This design comes from an exercise in tuning for small area on the open sky130 flow, not from production work. In this exercise RTL edits were held to simulation tests only and were not proved equivalent to the original. Power figures rest on the tool's default switching activity, not on a simulated workload.

== build 7 ==
// matrix_top
module matrix_top(mtxDataIn, mtxAddress, mtxRw, mtxCs, mtxClk, mtxReset, mtxDataOut,
                  irq_reg, SeqState, tx_ShiftPIEOut,
                  int_o
                  );
input  [31:0] mtxDataIn;
input  [7:0]  mtxAddress;
input         mtxRw;
input  [3:0]  mtxCs;
input         mtxClk;
input         mtxReset;
output [31:0] mtxDataOut;
input  [31:0] irq_reg;
output [4:0]  SeqState;
output        tx_ShiftPIEOut;
output        int_o;
wire [31:0] DataIn  = mtxDataIn;
wire [7:0]  Address = mtxAddress;
wire        Rw      = mtxRw;
wire [3:0]  Cs      = mtxCs;
wire        Clk     = mtxClk;
wire        Reset   = mtxReset;
wire [10:0] irq     = irq_reg[10:0];
wire [31:0] DataOut;
assign mtxDataOut = DataOut;
wire [3:0]   r_ExecHostCmd;
wire         h_Inv;
wire [15:0]  r_Data0Len, r_Data1Len, r_PiePWLen, r_RTCalLen, r_TRCalLen, r_Delimiter, r_LnkTimer4;
wire         v_Data0Len, v_Data1Len, v_PiePWLen, v_RTCalLen, v_TRCalLen, v_Delimiter, v_LnkTimer4;
wire [12:0]  r_DR_Ratio;
wire         v_DR_Ratio;
wire [31:0]  r_CmdReg, r_CmdPntReg;
  ...
Size: roughly 3000 cells after synthesis, about 1300 flip-flops, about 120 I/O pins.
Settings: LEC_CHECK=0, CAP_MARGIN=20, CORE_MARGIN=2, CORE_UTILIZATION=50, CTS_BUF_LIST=sky130_fd_sc_hd__clkbuf_8, CTS_CLUSTER_DIAMETER=40, CTS_CLUSTER_SIZE=20, PLACE_DENSITY=0.75, SLEW_MARGIN=20, SYNTH_HIERARCHICAL=1; clock period 10.0 ns.
standard.sh (not shown) runs the stock make flow with config.mk's settings and CLKGATE_MAP_FILE= SYNTH_SCRIPT=/design/flow/synth_recipe.tcl, a recipe that flattens the netlist after the stock synthesis.
==> flow/flow/run.sh <==
#!/bin/bash
# Layout flow: the standard flow (standard.sh), with two changes:
#  - Yosys maps the combinational logic with ABC's default script instead of ORFS's
#    delay-oriented script (the clock is 10 ns, so the delay-oriented mapping only adds area).
#    Flip-flop mapping, register names, flattening and renaming are the standard synthesis's.
#  - clock tree synthesis does not add dummy loads to balance the clock buffers (same
#    clustering and buffer settings as config.mk otherwise).
set -euo pipefail
HERE=$(pwd)

# synthesis script: ORFS's synth.tcl with the ABC call reduced to the library arguments
sed -e 's#^  log_cmd abc {\*}$abc_args$#  log_cmd abc {*}$lib_args {*}$lib_dont_use_args#' \
    "$FLOW_HOME/scripts/synth.tcl" > "$HERE/flow_synth_core.tcl"
grep -q 'log_cmd abc {\*}$lib_args {\*}$lib_dont_use_args' "$HERE/flow_synth_core.tcl"
sed -e "s#source \$::env(SCRIPTS_DIR)/synth.tcl#source $HERE/flow_synth_core.tcl#" \
    synth_recipe.tcl > "$HERE/flow_synth.tcl"
grep -q "flow_synth_core.tcl" "$HERE/flow_synth.tcl"

# the standard flow with that synthesis script
sed -e "s#SYNTH_SCRIPT=[^ ]*#SYNTH_SCRIPT=$HERE/flow_synth.tcl#" standard.sh > "$HERE/flow_standard.sh"
grep -q "SYNTH_SCRIPT=$HERE/flow_synth.tcl" "$HERE/flow_standard.sh"

export CTS_ARGS="-sink_clustering_enable -repair_clock_nets -sink_clustering_size 20 -sink_clustering_max_diameter 40 -buf_list sky130_fd_sc_hd__clkbuf_8 -dont_use_dummy_load"

bash "$HERE/flow_standard.sh" > "$HERE/flow_make.log" 2>&1
Inputs modified between build 7 and build 53:
-- flow/config.mk --
<<< build 7, line 9
export CORE_MARGIN = 2
export CORE_UTILIZATION = 50
export CTS_BUF_LIST = sky130_fd_sc_hd__clkbuf_8
>>> build 53, line 9
export CORE_MARGIN = 2
export CORE_UTILIZATION = 40
export CTS_BUF_LIST = sky130_fd_sc_hd__clkbuf_8
<<< build 7, line 13
export CTS_CLUSTER_SIZE = 20
export PLACE_DENSITY = 0.75
export SLEW_MARGIN = 20
>>> build 53, line 13
export CTS_CLUSTER_SIZE = 20
export SLEW_MARGIN = 20
==> results.txt <==
- The flow completed for build 53, but it is not clean: the layout still shows antenna rules.
- Between build 7 and build 53, shortest clock period the worst path allows after layout is higher for build 7, build 53 comes in under that.
- Build 7 -> build 53: sequential power flat
- | power | build 53 vs build 7 | about 1.6% higher |
- When build 53 is measured against build 7, its proportion of power drawn by the clock network turns out 0.9 points higher.
- Going from build 7 to build 53, hold slack essentially unchanged; wire length rose by 5.8%; sequential fraction of total cell area went down 0.57 points; overall die area climbed about 25%.
- On share of the cycle needed by the critical path after routing: between build 7 and build 53, it ends up lower for build 53.
- Sort build 7 and build 53 by row count desc -> top: build 53
- [build 53] total met2 wirelength after detailed routing rose 8.0% relative to build 7
Input-level comparison between build 42 and build 53:
==> flow/flow/run.sh <==
#!/bin/bash
# Layout flow: the standard flow (standard.sh) unchanged, except that Yosys maps the
# combinational logic with ABC's default script instead of ORFS's delay-oriented script
# (the clock is 10 ns, so the delay-oriented mapping only adds area).  Flip-flop mapping,
# register names, flattening and renaming are those of the standard synthesis.
set -euo pipefail
HERE=$(pwd)

# synthesis script: ORFS's synth.tcl with the ABC call reduced to the library arguments
sed -e 's#^  log_cmd abc {\*}$abc_args$#  log_cmd abc {*}$lib_args {*}$lib_dont_use_args#' \
    "$FLOW_HOME/scripts/synth.tcl" > "$HERE/flow_synth_core.tcl"
grep -q 'log_cmd abc {\*}$lib_args {\*}$lib_dont_use_args' "$HERE/flow_synth_core.tcl"
sed -e "s#source \$::env(SCRIPTS_DIR)/synth.tcl#source $HERE/flow_synth_core.tcl#" \
    synth_recipe.tcl > "$HERE/flow_synth.tcl"
grep -q "flow_synth_core.tcl" "$HERE/flow_synth.tcl"

# the standard flow with that synthesis script
sed -e "s#SYNTH_SCRIPT=[^ ]*#SYNTH_SCRIPT=$HERE/flow_synth.tcl#" standard.sh > "$HERE/flow_standard.sh"
grep -q "SYNTH_SCRIPT=$HERE/flow_synth.tcl" "$HERE/flow_standard.sh"

bash "$HERE/flow_standard.sh" > "$HERE/flow_make.log" 2>&1
-- flow/config.mk --
<<< build 53, line 9
export CORE_MARGIN = 2
export CORE_UTILIZATION = 40
export CTS_BUF_LIST = sky130_fd_sc_hd__clkbuf_8
export CTS_CLUSTER_DIAMETER = 40
export CTS_CLUSTER_SIZE = 20
export SLEW_MARGIN = 20
>>> build 42, line 9
export CORE_MARGIN = 2
export CORE_UTILIZATION = 45
export CTS_BUF_LIST = sky130_fd_sc_hd__clkbuf_8
export CTS_CLUSTER_DIAMETER = 40
export CTS_CLUSTER_SIZE = 16
export PLACE_DENSITY = 0.7
export SLEW_MARGIN = 20
==> results.txt <==
- Delta (build 42 minus build 53): worst setup margin now smaller, fraction of area in multi-input gates shows a reduction of 0.39 points, area growth from synthesis to layout up 1.8 points, total power increased 9.2%, placer's final routability congestion estimate went up by about 2.5%.
- Build 42: all stages complete, timing, DRC and antenna checks passed
The following lists how build 41 was set up differently from build 42:
-- flow/flow/run.sh --
<<< build 42, line 1
#!/bin/bash
# Layout flow: the standard flow (standard.sh) unchanged, except that Yosys maps the
# combinational logic with ABC's default script instead of ORFS's delay-oriented script
# (the clock is 10 ns, so the delay-oriented mapping only adds area).  Flip-flop mapping,
# register names, flattening and renaming are those of the standard synthesis.
set -euo pipefail
>>> build 41, line 1
#!/bin/bash
# Layout flow: the standard flow (standard.sh), with two changes:
#  - Yosys maps the combinational logic with ABC's default script instead of ORFS's
#    delay-oriented script (the clock is 10 ns, so the delay-oriented mapping only adds area).
#    Flip-flop mapping, register names, flattening and renaming are the standard synthesis's.
#  - clock tree synthesis does not add dummy loads to balance the clock buffers (same
#    clustering and buffer settings as config.mk otherwise).
set -euo pipefail
<<< build 42, line 20

bash "$HERE/flow_standard.sh" > "$HERE/flow_make.log" 2>&1
>>> build 41, line 22

export CTS_ARGS="-sink_clustering_enable -repair_clock_nets -sink_clustering_size 20 -sink_clustering_max_diameter 40 -buf_list sky130_fd_sc_hd__clkbuf_8 -dont_use_dummy_load"

bash "$HERE/flow_standard.sh" > "$HERE/flow_make.log" 2>&1
-- flow/config.mk --
<<< build 42, line 12
export CTS_CLUSTER_DIAMETER = 40
export CTS_CLUSTER_SIZE = 16
export PLACE_DENSITY = 0.7
>>> build 41, line 12
export CTS_CLUSTER_DIAMETER = 40
export CTS_CLUSTER_SIZE = 20
export PLACE_DENSITY = 0.7
Notes after the runs:
- In build 41, area growth from synthesis to layout is lower than in build 42.
- Summary of build 41 over build 42: sequential power held steady, met1 global-route usage shows a reduction of 0.20 points.
- The higher post-route cell area of build 42 and build 41 is in build 42.
- Est. power | build 41 vs build 42 | build 41 lower
- Taking build 42 as the reference point, the wire length reported by the detailed router of build 41 falls by 0.41%.
- Build 41 contains fewer vias than build 42.
- In build 41 the setup slack of the critical path after layout turned out 0.060 ns lower than in build 42.
- Between build 42 and build 41, the cell count went down.

Another version of the RTL of matrix_top (not shown whole).
For scale: roughly 1300 flip-flops, about 120 I/O pins.
==> flow/design.v (excerpt) <==
module matrix_top(mtxDataIn, mtxAddress, mtxRw, mtxCs, mtxClk, mtxReset, mtxDataOut,
                  irq_reg, SeqState, tx_ShiftPIEOut,
                  int_o
                  );
Settings: LEC_CHECK=0, CAP_MARGIN=20, CORE_MARGIN=2, CORE_UTILIZATION=40, SLEW_MARGIN=20; clock period 10.0 ns.
==> flow/flow/run.sh <==
#!/bin/bash
# Layout flow: the standard flow (standard.sh) unchanged, except that Yosys maps the
# combinational logic with ABC's default script instead of ORFS's delay-oriented script
# (the clock is 10 ns, so the delay-oriented mapping only adds area).  Flip-flop mapping,
# register names, flattening and renaming are those of the standard synthesis.
set -euo pipefail
HERE=$(pwd)

# synthesis script: ORFS's synth.tcl with the ABC call reduced to the library arguments
sed -e 's#^  log_cmd abc {\*}$abc_args$#  log_cmd abc {*}$lib_args {*}$lib_dont_use_args#' \
    "$FLOW_HOME/scripts/synth.tcl" > "$HERE/flow_synth_core.tcl"
grep -q 'log_cmd abc {\*}$lib_args {\*}$lib_dont_use_args' "$HERE/flow_synth_core.tcl"
sed -e "s#source \$::env(SCRIPTS_DIR)/synth.tcl#source $HERE/flow_synth_core.tcl#" \
    synth_recipe.tcl > "$HERE/flow_synth.tcl"
grep -q "flow_synth_core.tcl" "$HERE/flow_synth.tcl"

# the standard flow with that synthesis script
sed -e "s#SYNTH_SCRIPT=[^ ]*#SYNTH_SCRIPT=$HERE/flow_synth.tcl#" standard.sh > "$HERE/flow_standard.sh"
grep -q "SYNTH_SCRIPT=$HERE/flow_synth.tcl" "$HERE/flow_standard.sh"

bash "$HERE/flow_standard.sh" > "$HERE/flow_make.log" 2>&1
==> next run, changes <==
==> flow/run.sh (new file) <==
#!/bin/bash
# synth_recipe.tcl (not shown) runs the flow's synth.tcl, then flattens the netlist and writes it again
# the make line also repeats each setting of config.mk as NAME=value (left out here)
make -C /OpenROAD-flow-scripts/flow DESIGN_CONFIG=/design/flow/config.mk WORK_HOME=/design/flow/orfs CLKGATE_MAP_FILE= SYNTH_SCRIPT=/design/flow/synth_recipe.tcl finish
removed: flow/flow/run.sh
removed: flow/standard.sh
=> Count of clock-buffer cells in the layout came out lower by 3; via count came out higher by a little under a tenth; routed wire length came out higher by about a fifth; total power came out lower by a few percent; setup slack improves by 0.22 ns; die area came out higher by a few percent; register-to-register slack improves by 0.33 ns; clock skew came out higher by 0.029 ns; core utilization came out lower by 0.80 points; cell count came out higher by a little under a tenth.

[separate check: timing with driven ports]
Ports are ideal in the flow. The routed layouts listed here were re-timed in OpenROAD.
Step 1 (the two cells are an assumption about what drives the block):
set clk [get_ports {mtxClk}]
set_driving_cell -lib_cell sky130_fd_sc_hd__clkbuf_16 $clk
set_driving_cell -lib_cell sky130_fd_sc_hd__buf_2 [delete_from_list [all_inputs] $clk]
Step 2 moves the port delays by t, midway between the first and last clock arrival at a register: inputs arrive t later, outputs are due t later. That takes back most of the time a late clock gives input paths.
Three values: no drivers, after step 1, after step 2; two values: the first two.
run	t (ns)	setup slack, ns	clock arrival spread, ns	worst slew at a driven data input, ns
build 7	0.877	0.272 / 0.272 / 0.272	0.125 / 0.125	0.10
build 53	0.934	0.570 / 0.570 / 0.570	0.126 / 0.126	0.07
build 42	0.936	0.526 / 0.526 / 0.526	0.055 / 0.056	0.10
build 41	0.898	0.467 / 0.467 / 0.467	0.130 / 0.130	0.10
the first run of note 2	0.856	0.853 / 0.853 / 0.853	0.035 / 0.034	0.08
the second run of note 2	0.879	1.077 / 1.049 / 1.049	0.064 / 0.064	0.28
For the second run of note 2, which loses most, drivers alone change the setup slack by -0.028 ns; drivers and shift together by -0.028 ns.
